What follows belongs to an exercise in optimizing a design on an open flow for small area; a production flow would make more cautious choices. The RTL was checked by simulation tests, not by an equivalence proof against the original design. No activity file was given, so power comes from the tool's default toggle rates.

## flow/design.v (module list and top-level ports; edited modules follow where they fit)
// module pdp11: 996 lines
// module execute: 1027 lines
// module eis_unit: 159 lines
// module add8: 6 lines
// module radd: 18 lines
// module ipl_below: 43 lines
module pdp11(clk, reset, initial_pc, halted, waited, trapped, soft_reset,
	     bus_addr, bus_data_out, bus_data_in,
	     bus_rd, bus_wr, bus_byte_op,
	     bus_arbitrate, bus_ack, bus_error,
	     bus_i_access, bus_d_access, bus_cpu_cm,
	     mmu_fetch_va, mmu_valid_incdec,
	     mmu_trap_odd, mmu_abort, mmu_trap, mmu_wr_inhibit, mmu_incdec,
	     bus_int, bus_int_ipl, bus_int_vector, interrupt_ack_ipl, 
	     pc, psw, psw_io_wr);
  // ...
==> flow/run.sh <==
#!/bin/bash
# synth_recipe.tcl (not shown) runs the flow's synth.tcl, then flattens the netlist and writes it again
# the make line also repeats each setting of config.mk as NAME=value (left out here)
make -C /OpenROAD-flow-scripts/flow DESIGN_CONFIG=/design/flow/config.mk WORK_HOME=/design/flow/orfs CLKGATE_MAP_FILE= SYNTH_SCRIPT=/design/flow/synth_recipe.tcl finish
==> flow/config.mk <==
export PLATFORM = sky130hd
export DESIGN_NAME = pdp11
export DESIGN_NICKNAME = pdp11
export VERILOG_FILES = /design/flow/design.v
export SDC_FILE = /design/flow/constraint.sdc
export NUM_CORES = 4
export LEC_CHECK = 0
export ABC_AREA = 1
export CAP_MARGIN = 35
export CORE_MARGIN = 2
export CORE_UTILIZATION = 45
export SLEW_MARGIN = 35
==> flow/constraint.sdc <==
create_clock -name core_clock -period 14.0 [get_ports {clk}]
set_input_delay 2.8000 -clock core_clock [delete_from_list [all_inputs] [get_ports {clk}]]
set_output_delay 2.8000 -clock core_clock [all_outputs]
set_load 0.01 [all_outputs]
==> PnR_summary.wiki, run 1 <==
{| class="wikitable"
! Metric !! Value
|-
| Top layer used by detailed routing || met5
|-
| Setup TNS || -0.06773 ns
|-
| Relative area of clock buffers and inverters in the final design || 0.03513
|-
| Synth Register Bits || 386
|-
| Final number of setup-violating endpoints || 4
|-
| Total area of sequential cells || 9789 um2
|-
| Worst path setup slack after routing || -0.03814 ns
|-
| Number of warnings issued by yosys || 4
|-
| Die width || 301.1 um
|-
| Leakage power total || 19.26 nW
|-
| Run status || finished with violations
|-
| Via total after detailed routing || 53,269
|-
| Maximum operating frequency || 0.07123 GHz
|-
| Total met3 wirelength after detailed routing || 51,470 um
|-
| Layout check failures || negative setup slack
|-
| GR Layer Usage met2 || 0.7602
|-
| Number of well taps || 1,155
|-
| Met1 demand-to-capacity share in global routing || 0.6889
|-
| Top Family by Delay on Critical Path || adder cells
|-
| Post-layout utilization of the core || 0.5292
|-
| Number of sequential cells in the layout || 386
|-
| Multi-input combinational cell area || 26,200 um2
|-
| Net switching fraction of the power || 0.6215
|-
| Reg with most FFs || r6
|-
| Ys flop type || edfxtp_1
|-
| Met3 Usage GRT || 0.3520
|-
| Slew at the pin closest to its max-slew limit || 1.164 ns
|-
| Synthesized instance count || 6,013
|}
==> module pdp11, before the edit <==
module pdp11(clk, reset, initial_pc, halted, waited, trapped, soft_reset,
	     bus_addr, bus_data_out, bus_data_in,
	     bus_rd, bus_wr, bus_byte_op,
	     bus_arbitrate, bus_ack, bus_error,
	     bus_i_access, bus_d_access, bus_cpu_cm,
	     mmu_fetch_va, mmu_valid_incdec,
	     mmu_trap_odd, mmu_abort, mmu_trap, mmu_wr_inhibit, mmu_incdec,
	     bus_int, bus_int_ipl, bus_int_vector, interrupt_ack_ipl, 
	     pc, psw, psw_io_wr);
   input clk, reset;
   input [15:0] initial_pc;
   output 	halted;
   output 	waited;
   output 	trapped;
   output 	soft_reset;
   output [15:0] bus_addr;
   reg [15:0] 	 bus_addr;
   input [15:0]  bus_data_in;
   output [15:0] bus_data_out;
   reg [15:0] 	 bus_data_out;
   output 	 bus_rd, bus_wr, bus_byte_op;
   reg 		 bus_rd, bus_wr, bus_byte_op;
   output 	 bus_arbitrate;
   input 	 bus_ack, bus_error;
   input 	 bus_int;
   input [7:0] 	 bus_int_ipl, bus_int_vector;
   output [7:0]  interrupt_ack_ipl;
   reg [7:0] 	 interrupt_ack_ipl;
   output [15:0] psw;
   output [15:0] pc;
   input 	 psw_io_wr;
   output 	 bus_i_access;
   output 	 bus_d_access;
   output [1:0]  bus_cpu_cm;
   output 	 mmu_fetch_va;
   output 	 mmu_valid_incdec;
   output 	 mmu_trap_odd;
   output 	 mmu_wr_inhibit;
   output [15:0] mmu_incdec;
   input 	 mmu_abort;
   input 	 mmu_trap;
   reg 		 interrupt;
   wire [15:0] 	 bus_addr_mux;
   wire [15:0] 	 bus_data_out_mux;
   wire 	 bus_rd_r, bus_wr_r, bus_byte_op_r;
   reg 		halted;
   reg 		waited;
   wire 	trap;
   reg 		trap_bpt;
   reg 		trap_iot;
   reg 		trap_emt;
   reg 		trap_trap;
   reg 		trap_odd;
   reg 		trap_oflo;
   reg 		trap_bus;
   reg 		trap_ill;
   reg 		trap_res;
   reg 		trap_priv;
   reg 		trap_abort;
   reg 		trace_inhibit;
   reg [7:0] 	vector;
   wire 	trace;
   wire 	odd_fetch;
   wire 	odd_pc;
   wire 	waiting;
   wire 	bus_req;
   reg [15:0] 	psw;
   wire 	cc_n, cc_z, cc_v, cc_c;
   wire [2:0] 	ipl;
   reg [15:0] 	r0, r1, r2, r3, r4, r5;
   reg [15:0] 	r6[0:3];
   reg [15:0] 	pc;
   wire [15:0] 	sp;
   wire 	assert_wait;
   wire 	assert_halt;
   wire 	assert_reset;
   wire 	assert_bpt;
   wire 	assert_iot;
   wire 	assert_trap_odd;
   wire 	assert_trap_oflo;
   wire 	assert_trap_ill;
   wire 	assert_trap_res;
   wire 	assert_trap_priv;
   wire 	assert_trap_emt;
   wire 	assert_trap_trap;
   wire 	assert_trap_bus;
   wire 	assert_trap_abort;
   wire 	assert_trace_inhibit;
   wire 	deassert_wait;
   wire [3:0] 	isn_15_12;
   wire [6:0] 	isn_15_9;
   wire [9:0] 	isn_15_6;
   wire [8:0] 	isn_14_6;
   wire [5:0] 	isn_11_6;
   wire [2:0] 	isn_11_9;
   wire [5:0] 	isn_5_0;
   wire 	is_isn_rss;
   wire 	is_isn_rdd;
   wire 	is_isn_rxx;
   wire 	is_isn_r32;
   wire 	is_isn_byte;
   wire 	is_isn_mfpx;
   wire 	is_isn_mtpx;
   wire 	is_isn_mfps;
   wire 	is_illegal;
   wire 	is_reserved;
   wire 	no_operand;
   wire 	store_result;
   wire 	store_result32;
   wire 	store_ss_reg;
   wire 	need_srcspec_dd_word,
		need_srcspec_dd_byte,
		need_srcspec_dd;
   wire 	need_destspec_dd_word,
		need_destspec_dd_byte,
		need_destspec_dd,
		need_pop_reg,
		need_pop_pc_psw,
		need_push_state,
		need_dest_data,
		need_src_data;
   wire 	need_s1,
		need_s2,
		need_s4,
		need_d1,
		need_d2,
		need_d4;
   wire [15:0] 	new_pc;
   wire 	latch_pc;
   wire 	latch_sp;
   wire 	new_cc_n, new_cc_z, new_cc_v, new_cc_c;
   wire 	latch_cc;
   wire [3:0] 	new_psw_cc;
   wire [2:0] 	new_psw_prio;
   wire 	latch_psw_prio;
   wire [15:0] 	new_psw_rti_kernel;
   wire [15:0] 	new_psw_rti_user;
   reg [15:0] 	isn;
   reg [15:0] 	ea;
   wire [15:0] 	dd_ea = ea;
   wire [15:0] 	ss_ea = ea;
   wire [2:0] 	dd_mode, dd_reg;
   wire 	dd_dest_mem,
		dd_dest_reg,
		dd_ea_ind,
		dd_post_incr,
		dd_pre_dec;
   wire [2:0] 	ss_mode, ss_reg;
   wire [15:0] 	ss_reg_value;	 
   wire [15:0] 	ss_rego1_value;	 
   wire [15:0] 	dd_reg_value;	 
   reg [15:0] 	ss_data;	 
   reg [15:0] 	dd_data;	 
   wire [15:0] 	e1_data = dd_data;	 
   wire [15:0] 	e32_data = ss_data;	 
   wire [15:0] 	trap_pc = dd_data;
   wire [15:0] 	trap_psw = ss_data;
   wire 	ss_ea_ind,
		ss_post_incr,
		ss_pre_dec;
   wire [15:0] 	pc_mux;
   wire [15:0] 	sp_mux;
   wire [15:0] 	ss_data_mux;
   wire [15:0] 	dd_data_mux;
   wire [15:0] 	e1_data_mux;
   wire [15:0] 	e1_result;
   wire [15:0] 	e32_result;
   wire 	e1_advance;
   wire 	ok_to_assert_trap;
   wire 	ok_to_reset_trap;
   wire 	ok_to_reset_trace_inhibit;
   parameter 	mode_kernel = 2'b00;
   parameter 	mode_super  = 2'b01;
   parameter 	mode_undef  = 2'b10;
   parameter 	mode_user   = 2'b11;
   wire [1:0] 	current_mode;
   wire [1:0] 	previous_mode;
   parameter
       h1 = 5'b00000,
       f1 = 5'b00001,
       c1 = 5'b00010,
       s1 = 5'b00011,
       s2 = 5'b00100,
       s3 = 5'b00101,
       s4 = 5'b00110,
       d1 = 5'b00111,
       d2 = 5'b01000,
       d3 = 5'b01001,
       d4 = 5'b01010,
       e1 = 5'b01011,
       w1 = 5'b01100,
       o1 = 5'b01101,
       o2 = 5'b01110,
       o3 = 5'b01111,
       p1 = 5'b10001,
       t0 = 5'b10010,
       t1 = 5'b10011,
       t2 = 5'b10100,
       t3 = 5'b10101,
       t4 = 5'b10110,
       i1 = 5'b10111;
   wire [4:0] 	new_istate;
   reg [4:0] 	istate;
   wire        enable_execute;
   assign      enable_execute = istate == e1 &&
				~is_illegal && ~is_reserved &&
				~trap_odd && ~trap_abort 
&& ~trap_bus;
wire        enable_d1;
assign      enable_d1 = istate == d1 && ~trap_abort && ~trap_bus;
wire        enable_s1;
assign      enable_s1 = istate == s1 && ~trap_abort && ~trap_bus;
   execute exec(.clk(clk), .reset(reset),
		 .enable(enable_execute),
		 .pc(pc), .psw(psw),
		 .ss_data(ss_data), .dd_data(dd_data),
		 .cc_n(cc_n), .cc_z(cc_z), .cc_v(cc_v), .cc_c(cc_c),
		 .current_mode(current_mode),
		 .dd_ea(dd_ea),
		 .ss_reg(ss_reg),
		 .ss_reg_value(ss_reg_value),
		 .ss_rego1_value(ss_rego1_value),
		 .isn(isn),  .r5(r5),
		 .assert_halt(assert_halt),
		 .assert_wait(assert_wait),
		 .assert_trap_priv(assert_trap_priv),
		 .assert_trap_emt(assert_trap_emt), 
		 .assert_trap_trap(assert_trap_trap),
		 .assert_bpt(assert_bpt),
		 .assert_iot(assert_iot),
		 .assert_reset(assert_reset),
		 .assert_trace_inhibit(assert_trace_inhibit),
		 .e1_result(e1_result), .e32_result(e32_result),
		 .e1_advance(e1_advance),
		 .new_pc(new_pc), .latch_pc(latch_pc), .latch_sp(latch_sp),
		 .new_cc_n(new_cc_n), .new_cc_z(new_cc_z), 
		 .new_cc_v(new_cc_v), .new_cc_c(new_cc_c),
		 .latch_cc(latch_cc),
		 .latch_psw_prio(latch_psw_prio),
		 .new_psw_prio(new_psw_prio));
   wire        ea_s = (istate == s1 || istate == s2);
   wire [2:0]  ea_mode = ea_s ? ss_mode : dd_mode;
   wire [2:0]  ea_reg = ea_s ? ss_reg : dd_reg;
   wire [15:0] ea_rv = ea_s ? ss_reg_value : dd_reg_value;
   wire        ea_in2 = (istate == s2 || istate == d2);
   wire [15:0] ea_addend = ea_in2 ? bus_data_in :
	       ((is_isn_byte && ea_reg < 6) ? 16'hffff : 16'hfffe);
   wire [15:0] ea_sum;
   wire        ea_co;
   radd #(16) ea_add(.a(ea_rv), .b(ea_addend), .ci(1'b0), .s(ea_sum), .co(ea_co));
   wire [15:0] ea_mux =
	       (istate == s3 || istate == d3) ? bus_data_in :
	       ea_in2 ?
	       ((ea_mode == 3 || ea_mode == 5) ? bus_data_in :
		(ea_mode == 6 || ea_mode == 7) ? ea_sum :
		ea) :
	       (ea_mode == 4 || ea_mode == 5) ? ea_sum :
	       (ea_mode == 6 || ea_mode == 7) ? pc :
	       ea_rv;
   wire [15:0] trap_vector_mux =
	       ((odd_pc |
		 trap_odd | trap_oflo | trap_bus | trap_res) ? 16'o4 :
		trap_ill ? 16'o10 :
		trap_priv ? 16'o10 :
		(trap_bpt | (trace && ~trap_iot)) ? 16'o14 :
		trap_iot ? 16'o20 :
		trap_emt ? 16'o30 :
		trap_trap ? 16'o34 :
		trap_abort ? 16'o250 :
		interrupt ? { 8'b0, vector } :
		16'd0);
   wire        id_post = ea_s ? ss_post_incr : dd_post_incr;
   wire        id_1 = need_destspec_dd_byte && ea_reg < 6 &&
	       (id_post ? ea_mode == 2 : ea_mode == 4);
   wire [15:0] new_reg_incdec;
   wire        id_co;
   radd #(16) id_add(.a(ea_rv), .b(id_post ? (id_1 ? 16'd1 : 16'd2) :
				 (id_1 ? 16'hffff : 16'hfffe)),
		     .ci(1'b0), .s(new_reg_incdec), .co(id_co));
   wire [15:0] sp_adj;
   wire        sp_co;
   radd #(16) sp_add(.a(sp), .b((istate == o1 || istate == o2 || istate == o3) ?
				16'd2 : 16'hfffe),
		     .ci(1'b0), .s(sp_adj), .co(sp_co));
   wire [15:0] pc_plus2;
   wire        pc_co;
   radd #(15) pc_add(.a(pc[15:1]), .b(15'd1), .ci(1'b0), .s(pc_plus2[15:1]), .co(pc_co));
   assign pc_plus2[0] = pc[0];
   wire [15:0] ss_ea_plus2;
   wire        ss_ea_co;
   radd #(15) ss_ea_add(.a(ss_ea[15:1]), .b(15'd1), .ci(1'b0), .s(ss_ea_plus2[15:1]), .co(ss_ea_co));
   assign ss_ea_plus2[0] = ss_ea[0];
   assign ss_data_mux =
	       (istate == c1 && (ss_mode == 0 || is_isn_rxx)) ? ss_reg_value :
	       (istate == s4) ? bus_data_in :
	       16'b0;
   assign dd_data_mux =
	       (istate == c1 && is_isn_mfps) ? {8'b0, psw[7:0]} :  
	       (istate == c1 && dd_mode == 0) ? dd_reg_value :
	       (istate == d4) ? bus_data_in :
	       16'b0;
   assign e1_data_mux =
	       (istate == e1) ? e1_result :
	       (istate == o3) ? bus_data_in :
 	       16'b0;
   wire trap_or_int = trap || interrupt || trace || odd_pc;
   assign pc_mux =
	  (istate == f1 && !trap_or_int                  ) ? pc_plus2 :
	  (istate == s1 && (ss_mode == 6 || ss_mode == 7)) ? pc_plus2 :
	  (istate == d1 && (dd_mode == 6 || dd_mode == 7)) ? pc_plus2 :
	  (istate == e1 && latch_pc                      ) ? new_pc :
	  (istate == o1 || istate == t1                  ) ? bus_data_in :
	  pc;
   assign sp_mux =
		  (istate == e1) ? e1_result :
		  sp_adj;
   wire sp_we = istate == o1 || istate == o2 || istate == o3 ||
		istate == p1 || istate == t3 || istate == t4 ||
		(istate == e1 && latch_sp);
   assign cc_n = psw[3];
   assign cc_z = psw[2];
   assign cc_v = psw[1];
   assign cc_c = psw[0];
   assign ipl  = psw[7:5];
   assign sp = r6[current_mode];
   assign current_mode = psw[15:14];
   assign previous_mode = psw[13:12];
   assign new_psw_cc = {new_cc_n, new_cc_z, new_cc_v, new_cc_c};
   assign new_psw_rti_kernel = { bus_data_in[15:5],
				 bus_data_in[4] | psw[4],
				 bus_data_in[3:0] };
   assign new_psw_rti_user = { 4'b1111, 7'b0,
			       bus_data_in[4] | psw[4],
			       bus_data_in[3:0] };
   wire [15:0] new_psw_wr;
   wire [15:0] new_psw_wr_kernel;
   wire [15:0] new_psw_wr_user;
   assign new_psw_wr = new_psw_wr_kernel;
   assign new_psw_wr_kernel = { bus_data_out_mux[15:5],
				bus_data_in[4] | psw[4],
				bus_data_out_mux[3:0] };
   assign new_psw_wr_user = { psw[15:12] | bus_data_out_mux[15:12],
			      7'b0,
			      bus_data_out_mux[4] | psw[4],
			      bus_data_out_mux[3:0] };
   always @(posedge clk)
     if (reset)
	  psw <= 16'o0340;
     else
       if (~waiting)
       begin
	  case (istate)
	    e1:
	      psw <= { psw[15:8], 
		       latch_psw_prio ? new_psw_prio : psw[7:5],
		       psw[4],
		       latch_cc ? new_psw_cc : psw[3:0]};
	    o2:
	      psw <= current_mode != mode_user ?
		     new_psw_rti_kernel : new_psw_rti_user;
            t2:
	      psw <= { bus_data_in[15:14], psw[15:14], bus_data_in[11:0] };
	    w1:
	      if (psw_io_wr)
		begin
		   if (~bus_byte_op_r)
		     psw <= new_psw_wr;
		   else
		     if (bus_addr_mux[0])
		       psw <= {new_psw_wr[15:8], psw[7:0]};
		     else
		       psw <= {psw[15:8], new_psw_wr[7:0]};
		end
	    default:
	      psw <= psw;
	  endcase
       end
   assign isn_15_12 = isn[15:12];
   assign isn_15_9  = isn[15:9];
   assign isn_15_6  = isn[15:6];
   assign isn_14_6  = isn[14:6];
   assign isn_11_6  = isn[11:6];
   assign isn_11_9  = isn[11:9];
   assign isn_5_0   = isn[5:0];
   assign need_destspec_dd_word =
	(isn_15_6 == 10'o0001) ||				 
	(isn_15_6 == 10'o0003) ||				 
	(isn_15_12 == 0 && (isn_11_6 >= 6'o40 && isn_11_6 <= 6'o63))|| 
	(isn_15_12 == 0 && (isn_11_6 >= 6'o65 && isn_11_6 <= 6'o67))|| 
	(isn_15_12 >= 4'o01 && isn_15_12 <= 4'o06) ||		 
	(isn_15_9 >= 7'o070 && isn_15_9 <= 7'o074) || 		 
	(isn_15_12 == 4'o10 &&
	 (isn_11_6 >= 6'o65 && isn_11_6 <= 6'o66))||		 
	(isn_15_12 == 4'o16);					 
   assign need_destspec_dd_byte =				 
	(isn_15_12 == 4'o10 && (isn_11_6 >= 6'o50 && isn_11_6 <= 6'o64))||
	(isn_15_12 == 4'o10 && (isn_11_6 == 6'o67)) ||		 
	(isn_15_12 >= 4'o11 && isn_15_12 < 4'o16);		 
   assign need_destspec_dd = need_destspec_dd_word | need_destspec_dd_byte;
   assign need_srcspec_dd_word = 
	 (isn_15_12 >= 4'o01 && isn_15_12 <= 4'o06) ||		 
	 (isn_15_12 == 4'o16);					 
   assign need_srcspec_dd_byte = 
	 (isn_15_12 >= 4'o11 && isn_15_12 <= 4'o15);		 
   assign need_srcspec_dd = need_srcspec_dd_word | need_srcspec_dd_byte;
   assign no_operand =
	(isn_15_6 == 10'o0000 && isn_5_0 < 6'o10) ||
	(isn_15_6 == 10'o0002 && (isn_5_0 >= 6'o30 )) ||
	(isn_15_12 == 0 && (isn_11_6 >= 6'o04 && isn_11_6 <= 6'o37)) ||
	(isn_15_9 == 7'o104) ||					 
	0;
   assign is_illegal =
	(isn_15_6 == 10'o0000 && isn_5_0 > 6'o07) ||
	(isn_15_6 == 10'o0000 && isn_5_0 == 6'o07) ||		 
	(isn_15_6 == 10'o0002 && (isn_5_0 >= 6'o10 && isn_5_0 <= 6'o27)) ||
	(isn_15_12 == 4'o07 && (isn_11_9 == 5 || isn_11_9 == 6)) ||
	(isn_15_12 == 4'o17);
   assign is_reserved =
	(isn_15_6 == 10'o0001 && isn[5:3] == 3'b000) ||		 
   	(isn_15_9 == 7'o004 && isn[5:3] == 3'b000);		 
   assign need_pop_reg =					 
			(isn_15_6 == 10'o0002 && (isn_5_0 < 6'o10)) ||
			(isn_15_6 == 10'o0064) ||		 
			(isn_15_6 == 10'o0070) ||		 
			(isn_14_6 == 9'o066);			 
   assign need_pop_pc_psw =					 
	(isn_15_6 == 0 && (isn_5_0 == 6'o02 || isn_5_0 == 6'o06));
   assign need_push_state =
			   (isn_15_9 == 7'o004) ||		 
			   (isn_14_6 == 9'o065);		 
   assign assert_trap_ill = is_illegal;
   assign assert_trap_res = is_reserved;
   assign odd_pc = pc[0];
   assign odd_fetch = (bus_rd_r || bus_wr_r) && bus_addr_mux[0] && ~bus_byte_op_r;
   assign assert_trap_odd = odd_fetch;			 
   reg [1:0] trap_count;
   assign assert_trap_oflo = 				 
	     (((istate == s1 && ss_pre_dec && ss_reg == 6) ||
	       (istate == d1 && dd_pre_dec && dd_reg == 6)) &&
	      new_reg_incdec[15:8] == 8'd0) ||
	     (trap && sp_adj[15:8] == 8'd0) ||
	     ((istate == t3 || istate == t4) && trap_count < 2 && sp_adj[15:8] == 8'd0) ||
	     (interrupt && sp_adj[15:8] == 8'd0);
   always @(posedge clk)
     if (reset)
       trap_count <= 0;
     else
       if (istate == f1 && ~trap)
	 trap_count <= 0;
       else
	 if (istate == t0 && trap)
	   trap_count <= trap_count + 1;
   assign assert_trap_bus = bus_error;
   assign assert_trap_abort = mmu_abort || mmu_trap;
   assign trace = psw[4] && !trace_inhibit;			 
   assign store_result32 =
			  (isn_15_9 == 7'o070) ||		 
			  (isn_15_9 == 7'o071) ||		 
			  (isn_15_9 == 7'o073);			 
   assign store_result =
		!no_operand &&
		!store_result32 &&
		!(isn_15_9 == 7'o004) &&			 
		!(isn_15_9 == 7'o072) &&			 
		!(isn_15_9 == 7'o077) &&			 
		!(isn_15_6 == 10'o0001) &&			 
		!(isn_15_6 == 10'o0057) &&
		!(isn_15_6 == 10'o1057) &&			 
		!(isn_14_6 == 9'o064) &&			 
		!(isn_14_6 == 9'o065) &&			 
		!(isn_15_12 == 4'o02) &&
		!(isn_15_12 == 4'o12) &&			 
		!(isn_15_12 == 4'o03) &&
		!(isn_15_12 == 4'o13) &&			 
		!((isn_15_6 >= 10'o1000) && (isn_15_6 <= 10'o1037)) && 
		!((isn_15_6 >= 10'o0004) && (isn_15_6 <= 10'o0034));   
   assign need_dest_data = 
		   !(isn_15_12 == 4'o01) &&			 
		   !(isn_15_12 == 4'o11) &&			 
		   !(isn_15_9 == 7'o04) &&			 
		   !((isn_15_6 == 10'o0050) ||
		     (isn_15_6 == 10'o1050)) && 		 
		   !(isn_15_6 == 10'o0001);			 
   assign is_isn_byte = isn[15] &&
			!(isn_15_12 == 4'o16) && 		 
			!is_isn_mtpx && 			 
			!is_isn_mfpx;		 		 
   assign is_isn_rdd = 
		       (isn_15_9 == 7'o004) ||			 
		       (isn_15_9 == 7'o074) ||			 
		       (isn_15_9 == 7'o077);			 
   assign is_isn_rss = 
		       (isn_15_9 == 7'o070) ||			 
		       (isn_15_9 == 7'o071) ||			 
		       (isn_15_9 == 7'o072) ||			 
		       (isn_15_9 == 7'o073);			 
   assign is_isn_rxx = is_isn_rdd || is_isn_rss;
   assign is_isn_r32 = (isn_15_9 == 7'o071);			 
   assign is_isn_mfpx = (isn_14_6 == 9'o065);			 
   assign is_isn_mtpx = (isn_14_6 == 9'o066);			 
   assign is_isn_mfps = (isn_15_6 == 10'o1067);			 
   assign need_src_data =
			 !((isn_15_6 == 10'o0050) ||
			   (isn_15_6 == 10'o1050));		 
   assign ss_mode = isn[11:9];
   assign ss_reg = (isn_15_6 == 10'o0064) ? 3'd5 : isn[8:6];
   assign ss_ea_ind = ss_mode == 7;
   assign store_ss_reg = (isn_15_9 == 004 && ss_reg != 7) ||	 
			 (isn_15_9 == 7'o072) ||		 
			 (isn_15_9 == 7'o077) ||		 
			 (isn_15_6 == 10'o0064);		 
   assign ss_post_incr = need_srcspec_dd &&
			 (ss_mode == 2 || ss_mode == 3);
   assign ss_pre_dec = need_srcspec_dd &&
		       (ss_mode == 4 || ss_mode == 5);
   assign dd_mode = isn[5:3];
   assign dd_reg = isn[2:0];
   assign dd_dest_mem = dd_mode != 0;
   assign dd_dest_reg = dd_mode == 0;
   assign dd_ea_ind = dd_mode == 7;
   assign dd_post_incr = need_destspec_dd &&
			 (dd_mode == 2 || dd_mode == 3);
   assign dd_pre_dec = need_destspec_dd &&
		       (dd_mode == 4 || dd_mode == 5);
   assign ss_reg_value = ss_reg == 0 ? r0 :
			 ss_reg == 1 ? r1 :
			 ss_reg == 2 ? r2 :
			 ss_reg == 3 ? r3 :
			 ss_reg == 4 ? r4 :
			 ss_reg == 5 ? r5 :
			 ss_reg == 6 ? r6[current_mode] :
			 pc;
   assign ss_rego1_value = (ss_reg == 3'd0 || ss_reg == 3'd1) ? r1 :
			   (ss_reg == 3'd2 || ss_reg == 3'd3) ? r3 :
			   (ss_reg == 3'd4 || ss_reg == 3'd5) ? r5 :
			   pc;
   assign dd_reg_value = dd_reg == 0 ? r0 :
			 dd_reg == 1 ? r1 :
			 dd_reg == 2 ? r2 :
			 dd_reg == 3 ? r3 :
			 dd_reg == 4 ? r4 :
			 dd_reg == 5 ? r5 :
			 dd_reg == 6 ? (is_isn_mfpx ?		 
					r6[previous_mode] : r6[current_mode]) :
			 pc;
   assign need_s1 = need_srcspec_dd;
   assign need_d1 = need_destspec_dd;
   assign need_s2 = need_srcspec_dd && (ss_mode == 3 || ss_mode >= 5);
   assign need_d2 = need_destspec_dd && (dd_mode == 3 || dd_mode >= 5);
   assign need_s4 = need_srcspec_dd && ss_mode != 0 && need_src_data;
   assign need_d4 = need_destspec_dd && dd_mode != 0 && need_dest_data;
   assign bus_rd_r =
		  istate == f1 ||
		  (istate == s2 || istate == s3 || istate == s4) ||
		  (istate == d2 || istate == d3 || istate == d4) ||
		  (istate == o1 || istate == o2 || istate == o3) ||
		  (istate == t1 || istate == t2);
   assign bus_wr_r =
		  (istate == w1 && store_result && dd_dest_mem) ||
		  istate == p1 ||
		  (istate == t3 || istate == t4);
   assign bus_data_out_mux =
		  istate == w1 ? e1_data :
		  istate == p1 ? (is_isn_mfpx ?			 
				  dd_data : ss_reg_value) :
		  istate == t3 ? trap_psw :
   		  istate == t4 ? trap_pc :
		  16'b0;
   assign bus_addr_mux =
		    istate == f1 ? pc :
		    istate == s2 ? ss_ea :
		    istate == s3 ? ss_ea :
		    istate == s4 ? ss_ea :
		    istate == d2 ? dd_ea :
    		    istate == d3 ? dd_ea :
    		    istate == d4 ? dd_ea :
		    istate == w1 ? dd_ea :
		    istate == o1 ? sp :
		    istate == o2 ? sp :
		    istate == o3 ? sp :
		    istate == p1 ? sp_adj :
		    istate == t1 ? ss_ea :
		    istate == t2 ? ss_ea :
		    istate == t3 ? sp_adj :
		    istate == t4 ? sp_adj :
		    16'b0;
   always @(posedge clk)
     if (reset)
       begin
	  bus_rd <= 0;
	  bus_wr <= 0;
	  bus_byte_op <= 0;
       end
     else
       begin
	  if ((bus_rd || bus_wr) && bus_ack)
	    begin
	       bus_rd <= 0;
	       bus_wr <= 0;
	       bus_byte_op <= 0;
	    end
	  else
	    if (bus_rd_r)
	      begin
		 bus_byte_op <= bus_byte_op_r;
		 bus_rd <= bus_rd_r;
	      end
	    else
	      if (bus_wr_r)
		begin
		   bus_byte_op <= bus_byte_op_r;
		   bus_wr <= bus_wr_r;
		end
       end
   wire   bus_addr_valid;
   assign bus_addr_valid = bus_rd_r || bus_wr_r;
   always @(posedge clk)
     if (reset)
       begin
	  bus_addr <= initial_pc;
	  bus_data_out <= 0;
       end
     else
       if (bus_addr_valid)
	 begin
	    bus_addr <= bus_addr_mux;
	    bus_data_out <= bus_data_out_mux;
	 end
   assign bus_byte_op_r = (istate == w1 || istate == s4 || istate == d4) ?
			  is_isn_byte: 1'b0;
   assign bus_i_access = istate == f1 ||
			 (istate == s1 && (ss_mode == 6 || ss_mode == 7)) ||
			 (istate == d1 && (dd_mode == 6 || dd_mode == 7));
   assign bus_d_access = (istate == d1 && (dd_mode != 6 && dd_mode != 7)) ||
			  (istate == w1);
   wire force_previous_mode;
   wire force_kernel_mode;
   assign force_kernel_mode = (istate == t1 || istate == t2);
   assign force_previous_mode =
	(is_isn_mfpx && (istate == d2 || istate == d3 || istate == d4)) ||
	(is_isn_mtpx && (istate == d4 || istate == w1));
   assign bus_cpu_cm = force_kernel_mode ? 2'b0 :
		       force_previous_mode ? previous_mode :
		       current_mode;
   assign mmu_fetch_va = istate == f1 && ~trap && ~waiting;
   assign mmu_trap_odd = assert_trap_odd;
   assign mmu_wr_inhibit = (trap_abort || mmu_abort) && istate == w1;
   reg 	      rf_we;
   reg [2:0]  rf_wi;
   reg [15:0] rf_wd;
   reg 	      rf_w32;
   reg [1:0]  rf_bank;
   always @(*)
     begin
	rf_we = 1'b0;
	rf_wi = ss_reg;
	rf_wd = e1_data;
	rf_w32 = 1'b0;
	rf_bank = current_mode;
	case (istate)
	  s1:
	    begin
	       rf_we = ss_post_incr || ss_pre_dec;
	       rf_wd = new_reg_incdec;
	    end
	  d1:
	    begin
	       rf_we = (dd_post_incr || dd_pre_dec) && enable_d1;
	       rf_wi = dd_reg;
	       rf_wd = new_reg_incdec;
	    end
	  w1:
	    if (store_result && dd_dest_mem)
	      ;
	    else if (store_result && dd_dest_reg)
	      begin
		 rf_we = 1'b1;
		 rf_wi = dd_reg;
		 if (is_isn_mtpx)
		   rf_bank = previous_mode;
	      end
	    else if (store_ss_reg)
	      rf_we = 1'b1;
	    else if (store_result32)
	      begin
		 rf_we = 1'b1;
		 rf_wi = ss_reg | 3'd1;
		 rf_w32 = ~ss_reg[0];
	      end
	  default:
	    ;
	endcase
     end
   always @(posedge clk)
     if (reset)
       begin
	  r0 <= 0;
	  r1 <= 0;
	  r2 <= 0;
	  r3 <= 0;
	  r4 <= 0;
	  r5 <= 0;
	  r6[0] <= 0;
	  r6[1] <= 0;
	  r6[2] <= 0;
	  r6[3] <= 0;
	  pc <= initial_pc;
       end
     else
       if (~waiting)
	 begin
	    if (istate != w1)
	      pc <= pc_mux;
	    if (sp_we)
	      r6[current_mode] <= sp_mux;
	    if (rf_we)
	      case (rf_wi)
		0: r0 <= rf_wd;
		1: r1 <= rf_wd;
		2: r2 <= rf_wd;
		3: r3 <= rf_wd;
		4: r4 <= rf_wd;
		5: r5 <= rf_wd;
		6: r6[rf_bank] <= rf_wd;
		7: pc <= rf_wd;
	      endcase
	    if (rf_w32)
	      case (ss_reg[2:1])
		0: r0 <= e32_data;
		1: r2 <= e32_data;
		2: r4 <= e32_data;
		3: r6[current_mode] <= e32_data;
	      endcase
	 end
   always @(posedge clk)
     if (~waiting)
       begin
	  if (istate == f1)
	    isn <= bus_data_in;
       end
   assign ok_to_assert_trap =
			     istate == f1 || istate == c1 || istate == e1 ||
			     istate == s4 || istate == d4 || istate == w1 ||
			     istate == t3 || istate == t4 ||
			     istate == s1 || istate == d1;
   assign ok_to_reset_trap = istate == t1;
   assign ok_to_reset_trace_inhibit = istate == f1;
   assign trapped = trap;
   assign trap =
            trap_bpt || trap_iot || trap_emt || trap_trap ||
	    trap_res || trap_ill || trap_odd || trap_oflo ||
	    trap_priv || trap_bus || trap_abort;
   assign soft_reset = (istate == e1 || istate == w1) && assert_reset;
   always @(posedge clk)
     if (reset)
       begin
	  trap_bpt <= 0;
	  trap_iot <= 0;
	  trap_emt <= 0;
	  trap_trap <= 0;
	  trap_res <= 0;
	  trap_ill <= 0;
	  trap_odd <= 0;
	  trap_oflo <= 0;
	  trap_priv <= 0;
	  trap_bus <= 0;
	  trap_abort <= 0;
	  trace_inhibit <= 0;
       end
   else
     begin
	if (ok_to_reset_trap)
	  begin
	     trap_odd <= 0;
	     if (~trap_odd && ~trap_ill && ~trap_res &&
		 ~trap_priv && ~trap_bpt && ~trap_iot &&
		 ~trap_emt && ~trap_trap && ~trap_bus &&
		 ~trap_abort)
	       trap_oflo <= 0;
	     trap_ill <= 0;
	     trap_res <= 0;
	     trap_priv <= 0;
	     trap_bpt <= 0;
	     trap_iot <= 0;
	     trap_emt <= 0;
	     trap_trap <= 0;
	     trap_bus <= 0;
	     trap_abort <= 0;
	  end
	else
	  if (ok_to_assert_trap)
	    begin
	       if (assert_trap_odd)
		    trap_odd <= 1;
	       if (assert_trap_oflo)
		    trap_oflo <= 1;
	       if (assert_trap_bus)
		    trap_bus <= 1;
	       if (assert_trap_abort)
		    trap_abort <= 1;
	       if (istate == c1)
		 begin
		    if (assert_trap_ill)
		      trap_ill <= 1;
		    if (assert_trap_res)
		      trap_res <= 1;
		 end
               if (istate == e1)
		 begin
		    if (assert_trap_priv)
                      trap_priv <= 1;
		    if (assert_bpt)
                      trap_bpt <= 1;
		    if (assert_iot)
                      trap_iot <= 1;
		    if (assert_trap_emt)
                      trap_emt <= 1;
		    if (assert_trap_trap)
                      trap_trap <= 1;
		    if (assert_trace_inhibit)
		      trace_inhibit <= 1;
		 end
	    end  
	if (ok_to_reset_trace_inhibit)
	  trace_inhibit <= 0;
     end
   assign deassert_wait =   istate == i1;
   always @(posedge clk)
     if (reset)
       begin
	  halted <= 0;
	  waited <= 0;
       end
     else
       begin
	  if (istate == e1)
	    begin
	       if (assert_halt)
		 begin
		    halted <= 1;
		 end
	       if (assert_wait)
		 begin
		    waited <= 1;
		 end
	    end  
	  else
	    if (deassert_wait)
	      begin
		 waited <= 0;
	      end
       end
   wire ok_to_assert_int;
   assign ok_to_assert_int = istate == f1 || istate == i1 ||
			     istate == s4 || istate == d4 || istate == w1;
   wire ipl_below;
   wire [7:0] ipl_winner;
   ipl_below ibf(clk, reset, ipl, bus_int_ipl, ipl_below, ipl_winner);
   always @(posedge clk)
     if (reset)
       begin
	  interrupt <= 0;
	  interrupt_ack_ipl <= 0;
       end
     else
       if (ok_to_assert_int)
	 begin
	    if (bus_int & ipl_below && ~interrupt)
	    begin
               interrupt <= 1;
	       interrupt_ack_ipl <= ipl_winner ;
               vector <= bus_int_vector;
            end
	  else
	    begin
	       interrupt_ack_ipl <= 0;
	    end
       end
     else
       if (istate == t4)
	 begin
	    interrupt <= 0;
	    interrupt_ack_ipl <= 0;
	    vector <= 0;
	 end
   wire do_push_state;
   assign do_push_state = need_push_state && !(assert_trap_bus || trap_bus);
   assign new_istate =
		      istate == f1 ? ((trap||interrupt||trace||odd_pc) ? t0 :
        			      c1) :
		       istate == c1 ? ((is_illegal || is_reserved) ? f1 :
        			       no_operand ? e1 :
        			       need_s1 ? s1 :
        			       need_d1 ? d1 :
				       e1):
		       istate == s1 ? (need_s2 ? s2 :
				       need_s4 ? s4 :
				       d1) :
		       istate == s2 ? (ss_ea_ind ? s3 :
        			       need_s4 ? s4 :
				       d1) :
		       istate == s3 ? s4 :
		       istate == s4 ? d1 :
		       istate == d1 ? (need_d2 ? d2 : 
        			       need_d4 ? d4 :
        			       do_push_state ? p1 :
        			       e1) :
		       istate == d2 ? (dd_ea_ind ? d3 :
        			       need_d4 ? d4 :
        			       do_push_state ? p1 :
        			       e1) :
		       istate == d3 ? (need_d4 ? d4 :
        			       do_push_state ? p1 :
        			       e1) :
		       istate == d4 ? (do_push_state ? p1 :
        			       e1) :
		       istate == e1 ? (~e1_advance ? e1 :
				       need_pop_reg ? o3 :
				       need_pop_pc_psw ? o1 :
        			       w1) :
		       istate == w1 ? (halted ? h1 :
				       waited ? i1 :
				       f1) :
		       istate == o1 ? o2 :
		       istate == o2 ? f1 :
		       istate == o3 ? w1 :
		       istate == p1 ? e1 :
		       istate == t0 ? t1 :		       
		       istate == t1 ? t2 :
		       istate == t2 ? t3 :
		       istate == t3 ? t4 :
		       istate == t4 ? f1 :
		       istate == i1 ? (interrupt ? f1 : i1) :
		       istate == h1 ? h1 :
		       istate;
   assign bus_req = bus_rd_r || bus_wr_r;
   assign waiting = bus_req && !bus_ack;
   assign bus_arbitrate = istate == f1;
   always @(posedge clk)
     if (reset)
       istate <= f1;
     else
       istate <= waiting ? istate : new_istate;
   always @(posedge clk)
     if (~waiting)
       begin
	  if (istate == s1 || istate == s2 || istate == s3 ||
	      istate == c1 || istate == d1 || istate == d2 || istate == d3)
	    ea <= ea_mux;
	  else if (istate == t0)
	    ea <= trap_vector_mux;
	  else if (istate == t1)
	    ea <= ss_ea_plus2;
	  if (istate == c1 || istate == s4)
	    ss_data <= ss_data_mux;
	  else if (istate == e1 && e1_advance)
	    ss_data <= e32_result;
	  else if (istate == t0)
	    ss_data <= psw;
	  if (istate == c1 || istate == d4)
	    dd_data <= dd_data_mux;
	  else if ((istate == e1 && e1_advance) || istate == o3)
	    dd_data <= e1_data_mux;
	  else if (istate == t0)
	    dd_data <= pc;
       end
   reg [15:0] reg_incdec;
   reg 	      reg_valid_incdec;
   wire [4:0] ss_reg_delta, dd_reg_delta;
   wire ss_reg_delta_1, dd_reg_delta_1;
   assign dd_reg_delta_1 = (need_destspec_dd_byte && dd_reg < 6 && dd_mode == 2);
   assign ss_reg_delta_1 = (is_isn_byte  && ss_reg < 6 && ss_mode == 2);
   assign dd_reg_delta = dd_post_incr ?
			 (dd_reg_delta_1 ? 5'b00001 : 5'b00010) :
			 (dd_reg_delta_1 ? 5'b11111 : 5'b11110);   
   assign ss_reg_delta = ss_post_incr ?
			 (ss_reg_delta_1 ? 5'b00001 : 5'b00010) :
			 (ss_reg_delta_1 ? 5'b11111 : 5'b11110);   
   assign mmu_incdec = reg_incdec;
   assign mmu_valid_incdec = reg_valid_incdec;
   always @(posedge clk)
     if (reset)
       reg_valid_incdec <= 0;
     else
       reg_valid_incdec <= (istate == s1) || (istate == d1);
   always @(posedge clk)
     if (reset)
       reg_incdec <= 0;
     else
       begin
	  if ((ss_post_incr || ss_pre_dec) && istate == s1)
	    reg_incdec <= { reg_incdec[15:8], ss_reg_delta, ss_reg };
	  if ((dd_post_incr || dd_pre_dec) && istate == d1)
	    reg_incdec <= { dd_reg_delta, dd_reg, reg_incdec[7:0] };
       end
endmodule
==> module eis_unit, before the edit <==
module eis_unit(clk, reset, op_div, op_shift, ready, done,
		multiplier, operand, dividend, shift_in, shift,
		product, mul_n, mul_z, mul_c,
		quotient, remainder, div_overflow,
		shift_result, last_bit, sign_change16, sign_change32);
   input         clk;
   input 	 reset;
   input 	 op_div;		 
   input 	 op_shift;
   input 	 ready;
   output 	 done;
   input [15:0]  multiplier;		 
   input [15:0]  operand;		 
   input [31:0]  dividend;
   input [31:0]  shift_in;
   input [5:0] 	 shift;
   output [31:0] product;
   output 	 mul_n, mul_z, mul_c;
   output [15:0] quotient, remainder;
   output 	 div_overflow;
   output [31:0] shift_result;
   output 	 last_bit, sign_change16, sign_change32;
   reg [31:0] 	 acc;
   reg [5:0] 	 cnt;
   reg 		 last_bit, sign_change16, sign_change32;
   reg [1:0] 	 state;
   wire [1:0] 	 next_state;
   parameter 	 idle = 2'd0;
   parameter 	 running = 2'd1;
   parameter 	 last = 2'd2;
   assign 	 done = state == last;
   wire 	 up = ~shift[5];
   wire 	 final_bit = (op_shift & ~up) ? (cnt == 6'd63) : (cnt == 6'd1);
   always @(posedge clk)
     if (reset)
       state <= idle;
     else
       state <= next_state;
   assign next_state = (state == idle && ready) ?
		       ((op_shift && shift == 6'd0) ? last : running) :
		       (state == running) ? (final_bit ? last : running) :
		       (state == last) ? (ready ? last : idle) : idle;
   wire [15:0] mp, mc;
   wire [31:0] dividend_abs;
   wire        mp_co, mc_co, dv_co;
   radd #(16) mp_abs(.a(multiplier ^ {16{multiplier[15]}}), .b(16'd0),
		     .ci(multiplier[15]), .s(mp), .co(mp_co));
   radd #(16) mc_abs(.a(operand ^ {16{operand[15]}}), .b(16'd0),
		     .ci(operand[15]), .s(mc), .co(mc_co));
   radd #(32) dv_abs(.a(dividend ^ {32{dividend[31]}}), .b(32'd0),
		     .ci(dividend[31]), .s(dividend_abs), .co(dv_co));
   wire [16:0] mul_sum;
   radd #(16) mul_add(.a(acc[31:16]), .b(acc[0] ? mc : 16'd0), .ci(1'b0),
		      .s(mul_sum[15:0]), .co(mul_sum[16]));
   wire [4:0]  idx = cnt[4:0] - 5'd1;
   wire [15:0] trial = {acc[30:16], dividend_abs[idx]};
   wire [15:0] diff;
   wire        diff_co;
   radd #(16) div_sub(.a(trial), .b(~mc), .ci(1'b1), .s(diff), .co(diff_co));
   wire        fits = diff_co;
   always @(posedge clk)
     if (state == idle)
       begin
	  sign_change16 <= 1'b0;
	  sign_change32 <= 1'b0;
	  last_bit <= 1'b0;
	  if (op_shift)
	    begin
	       cnt <= shift;
	       acc <= shift_in;
	    end
	  else if (op_div)
	    begin
	       cnt <= 6'd32;
	       acc <= 32'd0;
	    end
	  else
	    begin
	       cnt <= 6'd16;
	       acc <= {16'd0, mp};
	    end
       end
     else
       if (state == running)
	 begin
	    if (op_shift)
	      begin
		 if (up)
		   begin
		      last_bit <= acc[31];
		      acc <= {acc[30:0], 1'b0};
		      cnt <= cnt - 6'd1;
		      if (acc[15] ^ acc[14])
			sign_change16 <= 1'b1;
		      if (acc[31] ^ acc[30])
			sign_change32 <= 1'b1;
		   end
		 else
		   begin
		      last_bit <= acc[0];
		      acc <= {shift_in[31], acc[31:1]};
		      cnt <= cnt + 6'd1;
		   end
	      end
	    else if (op_div)
	      begin
		 acc <= {acc[31] | acc[15],
			 fits ? diff[14:0] : trial[14:0],
			 acc[14:0], fits};
		 cnt <= cnt - 6'd1;
	      end
	    else
	      begin
		 if (~cnt[4])
		   acc <= {mul_sum, acc[15:1]};
		 cnt <= cnt - 6'd1;
	      end
	 end
   assign shift_result = acc;
   reg 	       any, ge, other;
   integer     b;
   always @(*)
     begin
	any = 1'b0;
	ge = 1'b0;
	other = 1'b0;
	for (b = 1; b < 32; b = b + 1)
	  if (b > cnt[4:0])
	    begin
	       any = any | acc[b];
	       if (b >= cnt[4:0] + 16)
		 ge = ge | acc[b];
	       if (b != cnt[4:0] + 16)
		 other = other | acc[b];
	    end
     end
   wire        mul_neg = multiplier[15] ^ operand[15];
   wire        at15 = acc[{1'b1, cnt[3:0]}];
   wire        gt = ge & (~at15 | other);
   assign mul_z = ~any;
   assign mul_n = mul_neg & any;
   assign mul_c = mul_neg ? gt : ge;
   wire        div_neg = operand[15] ^ dividend[31];
   wire [15:0] lo_in = op_div ? {1'b0, acc[30:16]} : acc[16:1];
   wire        lo_neg = op_div ? dividend[31] : mul_neg;
   wire [16:0] lo_out;
   radd #(16) lo_add(.a(lo_in ^ {16{lo_neg}}), .b(16'd0), .ci(lo_neg),
		     .s(lo_out[15:0]), .co(lo_out[16]));
   wire [15:0] hi_in = op_div ? acc[15:0] : {1'b0, acc[31:17]};
   wire        hi_neg = op_div ? div_neg : mul_neg;
   wire [15:0] hi_out;
   wire        hi_co;
   radd #(16) hi_add(.a(hi_in ^ {16{hi_neg}}), .b(16'd0),
		     .ci(op_div ? div_neg : lo_out[16]), .s(hi_out), .co(hi_co));
   assign product = {hi_out, lo_out[15:0]};
   assign quotient = hi_out;
   assign remainder = lo_out[15:0];
   assign div_overflow = acc[31] || (acc[15] && acc[14:0] != 15'd0);
endmodule
==> inputs of run 2 (changes only) <==
--- a/flow/design.v
+++ b/flow/design.v
@@ -241,7 +241,7 @@
    wire        ea_s = (istate == s1 || istate == s2);
    wire [2:0]  ea_mode = ea_s ? ss_mode : dd_mode;
    wire [2:0]  ea_reg = ea_s ? ss_reg : dd_reg;
-   wire [15:0] ea_rv = ea_s ? ss_reg_value : dd_reg_value;
+   wire [15:0] ea_rv = reg_b;
    wire        ea_in2 = (istate == s2 || istate == d2);
    wire [15:0] ea_addend = ea_in2 ? bus_data_in :
 	       ((is_isn_byte && ea_reg < 6) ? 16'hffff : 16'hfffe);
@@ -291,12 +291,12 @@
    radd #(15) ss_ea_add(.a(ss_ea[15:1]), .b(15'd1), .ci(1'b0), .s(ss_ea_plus2[15:1]), .co(ss_ea_co));
    assign ss_ea_plus2[0] = ss_ea[0];
    assign ss_data_mux =
-	       (istate == c1 && (ss_mode == 0 || is_isn_rxx)) ? ss_reg_value :
+	       (istate == c1 && rb_src_c1) ? ss_reg_value :
 	       (istate == s4) ? bus_data_in :
 	       16'b0;
    assign dd_data_mux =
 	       (istate == c1 && is_isn_mfps) ? {8'b0, psw[7:0]} :  
-	       (istate == c1 && dd_mode == 0) ? dd_reg_value :
+	       (istate == c1 && dd_mode == 0 && ~rb_src_c1) ? dd_reg_value :
 	       (istate == d4) ? bus_data_in :
 	       16'b0;
    assign e1_data_mux =
@@ -522,27 +522,27 @@
 			 (dd_mode == 2 || dd_mode == 3);
    assign dd_pre_dec = need_destspec_dd &&
 		       (dd_mode == 4 || dd_mode == 5);
-   assign ss_reg_value = ss_reg == 0 ? r0 :
-			 ss_reg == 1 ? r1 :
-			 ss_reg == 2 ? r2 :
-			 ss_reg == 3 ? r3 :
-			 ss_reg == 4 ? r4 :
-			 ss_reg == 5 ? r5 :
-			 ss_reg == 6 ? r6[current_mode] :
-			 pc;
+   wire        is_isn_ashc = isn_15_9 == 7'o073;
+   wire        rb_src_c1 = is_isn_rxx && ~is_isn_ashc;
+   wire        rb_dd = (istate == c1 && ~rb_src_c1) ||
+	       (istate == d1 && ~(is_isn_ashc && dd_mode == 0)) ||
+	       istate == d2;
+   wire [2:0]  rb_reg = rb_dd ? dd_reg : ss_reg;
+   wire [1:0]  rb_bank = (rb_dd && is_isn_mfpx) ? previous_mode : current_mode;
+   wire [15:0] reg_b = rb_reg == 0 ? r0 :
+	       rb_reg == 1 ? r1 :
+	       rb_reg == 2 ? r2 :
+	       rb_reg == 3 ? r3 :
+	       rb_reg == 4 ? r4 :
+	       rb_reg == 5 ? r5 :
+	       rb_reg == 6 ? r6[rb_bank] :
+	       pc;
+   assign ss_reg_value = reg_b;
    assign ss_rego1_value = (ss_reg == 3'd0 || ss_reg == 3'd1) ? r1 :
 			   (ss_reg == 3'd2 || ss_reg == 3'd3) ? r3 :
 			   (ss_reg == 3'd4 || ss_reg == 3'd5) ? r5 :
 			   pc;
-   assign dd_reg_value = dd_reg == 0 ? r0 :
-			 dd_reg == 1 ? r1 :
-			 dd_reg == 2 ? r2 :
-			 dd_reg == 3 ? r3 :
-			 dd_reg == 4 ? r4 :
-			 dd_reg == 5 ? r5 :
-			 dd_reg == 6 ? (is_isn_mfpx ?		 
-					r6[previous_mode] : r6[current_mode]) :
-			 pc;
+   assign dd_reg_value = reg_b;
    assign need_s1 = need_srcspec_dd;
    assign need_d1 = need_destspec_dd;
    assign need_s2 = need_srcspec_dd && (ss_mode == 3 || ss_mode >= 5);
@@ -953,12 +953,16 @@
 	    ea <= ss_ea_plus2;
 	  if (istate == c1 || istate == s4)
 	    ss_data <= ss_data_mux;
+	  else if (istate == s1 && ss_mode == 0)
+	    ss_data <= reg_b;
 	  else if (istate == e1 && e1_advance)
 	    ss_data <= e32_result;
 	  else if (istate == t0)
 	    ss_data <= psw;
 	  if (istate == c1 || istate == d4)
 	    dd_data <= dd_data_mux;
+	  else if (istate == d1 && rb_src_c1 && dd_mode == 0)
+	    dd_data <= reg_b;
 	  else if ((istate == e1 && e1_advance) || istate == o3)
 	    dd_data <= e1_data_mux;
 	  else if (istate == t0)
@@ -2053,6 +2057,7 @@
    parameter 	 last = 2'd2;
    assign 	 done = state == last;
    wire 	 up = ~shift[5];
+   wire 	 div_op = op_div & ~op_shift;
    wire 	 final_bit = (op_shift & ~up) ? (cnt == 6'd63) : (cnt == 6'd1);
    always @(posedge clk)
      if (reset)
@@ -2063,20 +2068,27 @@
 		       ((op_shift && shift == 6'd0) ? last : running) :
 		       (state == running) ? (final_bit ? last : running) :
 		       (state == last) ? (ready ? last : idle) : idle;
-   wire [15:0] mp, mc;
-   wire [31:0] dividend_abs;
-   wire        mp_co, mc_co, dv_co;
-   radd #(16) mp_abs(.a(multiplier ^ {16{multiplier[15]}}), .b(16'd0),
-		     .ci(multiplier[15]), .s(mp), .co(mp_co));
+   wire [15:0] mc;
+   wire        mc_co;
    radd #(16) mc_abs(.a(operand ^ {16{operand[15]}}), .b(16'd0),
 		     .ci(operand[15]), .s(mc), .co(mc_co));
-   radd #(32) dv_abs(.a(dividend ^ {32{dividend[31]}}), .b(32'd0),
-		     .ci(dividend[31]), .s(dividend_abs), .co(dv_co));
+   wire        mul_bit = acc[0] ^ (multiplier[15] & last_bit);
    wire [16:0] mul_sum;
-   radd #(16) mul_add(.a(acc[31:16]), .b(acc[0] ? mc : 16'd0), .ci(1'b0),
+   radd #(16) mul_add(.a(acc[31:16]),
+		      .b((~op_shift & mul_bit) ? mc : 16'd0), .ci(1'b0),
 		      .s(mul_sum[15:0]), .co(mul_sum[16]));
    wire [4:0]  idx = cnt[4:0] - 5'd1;
-   wire [15:0] trial = {acc[30:16], dividend_abs[idx]};
+   reg 	       lower_nz;
+   integer     k;
+   always @(*)
+     begin
+	lower_nz = 1'b0;
+	for (k = 0; k < 31; k = k + 1)
+	  if (k < idx)
+	    lower_nz = lower_nz | dividend[k];
+     end
+   wire        dividend_bit = dividend[idx] ^ (dividend[31] & lower_nz);
+   wire [15:0] trial = {acc[30:16], dividend_bit};
    wire [15:0] diff;
    wire        diff_co;
    radd #(16) div_sub(.a(trial), .b(~mc), .ci(1'b1), .s(diff), .co(diff_co));
@@ -2100,44 +2112,29 @@
 	  else
 	    begin
 	       cnt <= 6'd16;
-	       acc <= {16'd0, mp};
+	       acc <= {16'd0, multiplier};
 	    end
        end
      else
        if (state == running)
 	 begin
+	    if ((op_shift & ~up) | (~op_shift & ~div_op & ~cnt[4]))
+	      acc <= {op_shift ? acc[31] : mul_sum[16], mul_sum[15:0], acc[15:1]};
+	    if ((op_shift & up) | div_op)
+	      acc <= {div_op ? (acc[31] | acc[15]) : acc[30],
+		      div_op ? (fits ? diff[14:0] : trial[14:0]) : acc[29:15],
+		      acc[14:0], div_op & fits};
+	    cnt <= cnt + ((op_shift & ~up) ? 6'd1 : 6'h3f);
 	    if (op_shift)
 	      begin
-		 if (up)
-		   begin
-		      last_bit <= acc[31];
-		      acc <= {acc[30:0], 1'b0};
-		      cnt <= cnt - 6'd1;
-		      if (acc[15] ^ acc[14])
-			sign_change16 <= 1'b1;
-		      if (acc[31] ^ acc[30])
-			sign_change32 <= 1'b1;
-		   end
-		 else
-		   begin
-		      last_bit <= acc[0];
-		      acc <= {shift_in[31], acc[31:1]};
-		      cnt <= cnt + 6'd1;
-		   end
-	      end
-	    else if (op_div)
-	      begin
-		 acc <= {acc[31] | acc[15],
-			 fits ? diff[14:0] : trial[14:0],
-			 acc[14:0], fits};
-		 cnt <= cnt - 6'd1;
-	      end
-	    else
-	      begin
-		 if (~cnt[4])
-		   acc <= {mul_sum, acc[15:1]};
-		 cnt <= cnt - 6'd1;
+		 last_bit <= up ? acc[31] : acc[0];
+		 if (up & (acc[15] ^ acc[14]))
+		   sign_change16 <= 1'b1;
+		 if (up & (acc[31] ^ acc[30]))
+		   sign_change32 <= 1'b1;
 	      end
+	    else if (~div_op & ~cnt[4])
+	      last_bit <= last_bit | acc[0];
 	 end
    assign shift_result = acc;
    reg 	       any, ge, other;
--- a/flow/config.mk
+++ b/flow/config.mk
@@ -8,5 +8,7 @@
 export ABC_AREA = 1
 export CAP_MARGIN = 35
 export CORE_MARGIN = 2
-export CORE_UTILIZATION = 45
+export CORE_UTILIZATION = 35
+export CTS_CLUSTER_DIAMETER = 100
+export CTS_CLUSTER_SIZE = 24
 export SLEW_MARGIN = 35
==> run 2 against run 1 <==
The run now finishes clean. Via count is 10% lower. Clock power down 23%. Die area increased by 23%. Final area down 6.9%. Global-route usage decreased by 15 points. Hold slack gained 0.0032 ns. Flip-flop and latch count down 2. Setup slack better by 1.1 ns. Total power rose by 0.67%. Critical path type unchanged.
==> PnR_summary.wiki, run 2 <==
{| class="wikitable"
! Metric !! Value
|-
| Share of synthesized flip-flops with an asynchronous set or reset || 0 (unchanged)
|-
| Fill cells || 11,557 (was 8,734)
|-
| Area fraction in and, or, nand and nor cells after synthesis || 0.2345 (was 0.2235)
|-
| Max incr delay on CP || 0.60 ns (was 0.44 ns)
|-
| Largest register FFs || 64 (unchanged)
|-
| Leakage power total || 17.69 nW (was 19.26 nW)
|-
| Reg with most FFs || r6 (unchanged)
|-
| Post-CTS setup buffers || 0 (was 5)
|-
| Commonest cells after routing, fill and taps aside || nand2_1, inv_1, o21ai_0 (unchanged)
|-
| Initial cell density of the core || 0.3535 (was 0.4557)
|-
| Pin count of the biggest net entering global routing || 93 (was 62)
|-
| HPWL after detailed placement || 193,100 um (was 205,000 um)
|-
| Power per Cell Area || 321.1 nW/um2 (was 297.0 nW/um2)
|-
| Overflow after GRT || 0 (unchanged)
|-
| Compound-cell area share of the yosys netlist || 0.2958 (was 0.2948)
|-
| Post-synth EDFFs || 206 (unchanged)
|-
| Type of element capturing the critical path || register (unchanged)
|-
| Antenna violations before repair || 23 (was 52)
|-
| Critical path class || register to register (unchanged)
|-
| Main combinational cell family by area after synthesis || compound AO/OA/AOI/OAI gates (unchanged)
|-
| Number of vias per cell after detailed routing || 6.611 (was 7.185)
|-
| Number of nets with antenna violations after detailed routing || 0 (unchanged)
|-
| Total routing usage reported by global routing || 0.4404 (was 0.5900)
|-
| Post-detailed-routing wire length || 255,400 um (was 276,600 um)
|-
| Die Y-Extent || 333.3 um (was 301.1 um)
|-
| Share of cells above drive strength 1 || 0.07676 (was 0.09153)
|-
| Total Nets Final || 6,063 (was 6,459)
|-
| Final slew viol count || 0 (unchanged)
|-
| Maximum operating frequency || 0.07745 GHz (was 0.07123 GHz)
|-
| Final worst clock skew || 0.08198 ns (was 0.06134 ns)
|-
| Quantity of hold-fixing buffers added after cts || 0 (unchanged)
|-
| Worst path required time || 14.61 ns (was 14.42 ns)
|-
| Cell with the most instances after synthesis || nand2_1 (unchanged)
|-
| Via total after detailed routing || 47,900 (was 53,269)
|-
| Clock Tree Buf Depth || 3 (unchanged)
|-
| Worst-case headroom to the max-slew limit || 0.2673 (was 0.2158)
|-
| Power after layout || 0.01379 W (was 0.01370 W)
|-
| Number of design rule violations left after detail routing || 0 (unchanged)
|-
| I/O Pins || 160 (unchanged)
|-
| Most common library cell in the layout ignoring fill and taps || nand2_1 (unchanged)
|-
| Number of CTS-inserted buffers || 29 (was 48)
|-
| Number of warnings issued by yosys || 4 (unchanged)
|-
| Top Registers || r6 x64, exec.eis_box.acc x32 (unchanged)
|-
| Drt initial violations || 8,194 (was 11,769)
|-
| Final count of hold timing violations || 0 (unchanged)
|-
| Count of different cell masters after synthesis || 71 (was 69)
|-
| Final number of setup-violating endpoints || 0 (was 4)
|-
| Register clock-pin slew on the reported worst setup and hold paths || 0.09 ns (was 0.06 ns)
|-
| Setup TNS || 0 ns (was -0.06773 ns)
|-
| Crit-path most repeated cell || ha_1 (was ha_4)
|-
| Number of sinks driven by the clock tree || 384 (was 386)
|-
| Number of core rows || 120 (was 108)
|-
| Placed instance count || 7,171 (was 7,244)
|-
| MaxCap Viol Count || 0 (unchanged)
|-
| Post-cts sizing count || 0 (was 45)
|-
| Netlist Area Pre-Place || 37,950 um2 (was 39,720 um2)
|-
| Run status || complete, no violations (was finished with violations)
|-
| Overall die area || 111,100 um2 (was 90,660 um2)
|-
| Min cycle time layout || 12.91 ns (was 14.04 ns)
|-
| Die width || 333.3 um (was 301.1 um)
|-
| Final weighted congestion of routability-driven global placement || 1.131 (was 1.203)
|-
| Wire length of the first global-routing pass || 345,700 um (was 372,500 um)
|-
| Slew at the pin closest to its max-slew limit || 1.071 ns (was 1.164 ns)
|-
| Wire length per cell after detailed routing || 35.25 um (was 37.30 um)
|-
| RSZ-0062 raised after global routing || no (was yes)
|-
| Maximum level of the CTS H-tree || 1 (was 2)
|-
| Placed inst area || 41,750 um2 (was 43,650 um2)
|-
| Count of TritonRoute iterations in the first routing pass || 10 (was 13)
|-
| Commonest cells in the synthesized netlist || nand2_1, o21ai_0, inv_1 (was nand2_1, inv_1, o21ai_0)
|-
| Total of buffers placed on input and output ports || 156 (unchanged)
|-
| Syn_area_per_cell || 6.640 um2 (was 6.606 um2)
|-
| Post-route cell area || 42,950 um2 (was 46,120 um2)
|-
| Clock Root Buffer || clkbuf_16 (unchanged)
|-
| Yosys top cell area share || 0.1630 (was 0.1557)
|-
| Synth Register Bits || 384 (was 386)
|-
| Adder and majority gate portion of the synthesized area || 0.08770 (was 0.09683)
|-
| Synthesized instance count || 5,715 (was 6,013)
|-
| Critical-path top delay cell || edfxtp_1 (unchanged)
|-
| Worst IR drop on VDD || 0.0003258 V (was 0.0001460 V)
|-
| Proportion of synthesized area in mux cells || 0 (unchanged)
|-
| Post-Synth XOR/XNOR Area || 0.01616 (was 0.02470)
|-
| Class of the most critical hold timing path || register to register (unchanged)
|-
| Kind of start point of the critical path || register (unchanged)
|-
| Final critical-path share of the clock period || 0.9223 (was 1.003)
|-
| Worst path arrival time || 13.52 ns (was 14.46 ns)
|-
| Synth area leaders || edfxtp_1, nand2_1, dfxtp_1, o21ai_0, a21oi_1 (unchanged)
|-
| Ys flop type || edfxtp_1 (unchanged)
|-
| Area growth syn-to-layout || 13.18% (was 16.12%)
|-
| Sequential area share after synthesis || 0.2569 (was 0.2465)
|-
| Maximum fanout along the worst path || 19 (was 6)
|-
| Area inside the core boundary || 107,400 um2 (was 87,160 um2)
|-
| TritonCTS clock tree || built (unchanged)
|-
| Clock latency at the later pin of the worst-skew pair || 0.72 ns (was 0.73 ns)
|-
| Filler-free cell count of the finished design || 7,246 (was 7,414)
|-
| Largest area contributor in the netlist || edfxtp_1 (unchanged)
|-
| Vias in the first global route || 43,023 (was 46,319)
|}
==> run 2: cell count changes after synthesis, moves of 19 or more <==
cell	delta
a21oi_1	-69
a221oi_1	-33
a22oi_1	+19
a31oi_1	-19
ha_1	-43
inv_1	-69
nand2_1	-154
nor2_1	+51
o21a_1	+22
o21ai_0	-31
o22ai_1	+21
or2_2	+25
xor2_1	-24
==> run 2: final cells by class <==
class | count | area [um2] | area share
Antenna cell | 20 | 50.05 | 0.001165
Clock buffer | 35 | 769.5 | 0.01792
Clock inverter | 18 | 341.6 | 0.007953
Inverter | 714 | 2684 | 0.06249
Multi-Input combinational cell | 4269 | 24180 | 0.5629
Sequential cell | 384 | 9749 | 0.2270
Tap cell | 1403 | 1755 | 0.04087
Timing Repair Buffer | 403 | 3425 | 0.07973
==> run 2: cell families after synthesis <==
| kind of cell | count (synthesis) |
|---|---|
| buffers and inverters | 1063 |
| xor gates and xnor gates | 70 |
| adders and majority gates | 206 |
| and+or+nand+nor | 2114 |
| AOI/OAI and AO/OA | 1877 |
| DFF | 384 |
| other | 1 |
==> run 2: per-layer routing <==
metal	vias up	global-route usage	share of wire
met3	1033	0.1756	0.15
met5	-	0.01520	0.0017
met2	4006	0.6159	0.40
li1	19957	-	-
met1	22874	0.5558	0.37
met4	30	0.2863	0.080
==> run 2: where the power goes <==
| group | internal [W] | total [W] | switching (W) |
|---|---|---|---|
| logic | 0.00287 | 0.0109 | 0.00801 |
| clock network | 0.000457 | 0.00103 | 0.000573 |
| registers | 0.00154 | 0.00189 | 0.000349 |
==> run 2: worst paths after layout <==
kind	start	end	slack [ns]	cells past startpoint
min reg2reg	interrupt_ack_ipl[4]	interrupt_ack_ipl[4]	0.47	2
min	interrupt_ack_ipl[4]	interrupt_ack_ipl[4]	0.47	2
max reg2reg	isn[11]	psw[2]	1.09	65
max	isn[11]	psw[2]	1.09	65
==> run 2: worst max-delay path: cells and delay by family (launching register included) <==
kind	cells	cell delay (ns)
fa+ha+maj	30	5.89
simple gates	20	3.09
compound gates	10	2.13
buf+inv	5	1.04
flops	1	0.60
==> run 2: stage by stage <==
| step | worst slack [ns] | util | hold WS (ns) |
|---|---|---|---|
| 6_report | 1.088 | 0.4001 | 0.4696 |
| 3_3_place_gp | 1.593 | 0.3883 | 0.4449 |
| 5_1_grt | 0.6269 | 0.3997 | 0.4978 |
| 4_1_cts | 1.430 | 0.3992 | 0.4712 |
| 3_5_place_dp | 1.521 | 0.3889 | 0.4562 |
| 2_1_floorplan | 2.929 | - | 0.4297 |

-- port drivers added, routing unchanged --
The flow's constraints put no driver on any port. The routed layouts listed below were extracted and timed again, unchanged, in two steps.
Step 1 sets driving cells, clkbuf_16 on the clock port and buf_2 on the other inputs (assumed; they add their load-dependent delay and slew).
Step 2 also shifts input and output timing later by t, the mid clock arrival at the registers, as if the neighbouring blocks saw the same clock.
Three values: ideal, step 1, step 2; two values: the first two.
run | t (ns) | setup WS [ns] | worst data-port slew with drivers (ns)
run 1 | 0.782 | -0.038 / -0.038 / -0.038 | 0.08
run 2 | 0.758 | 1.088 / 1.088 / 1.088 | 0.07
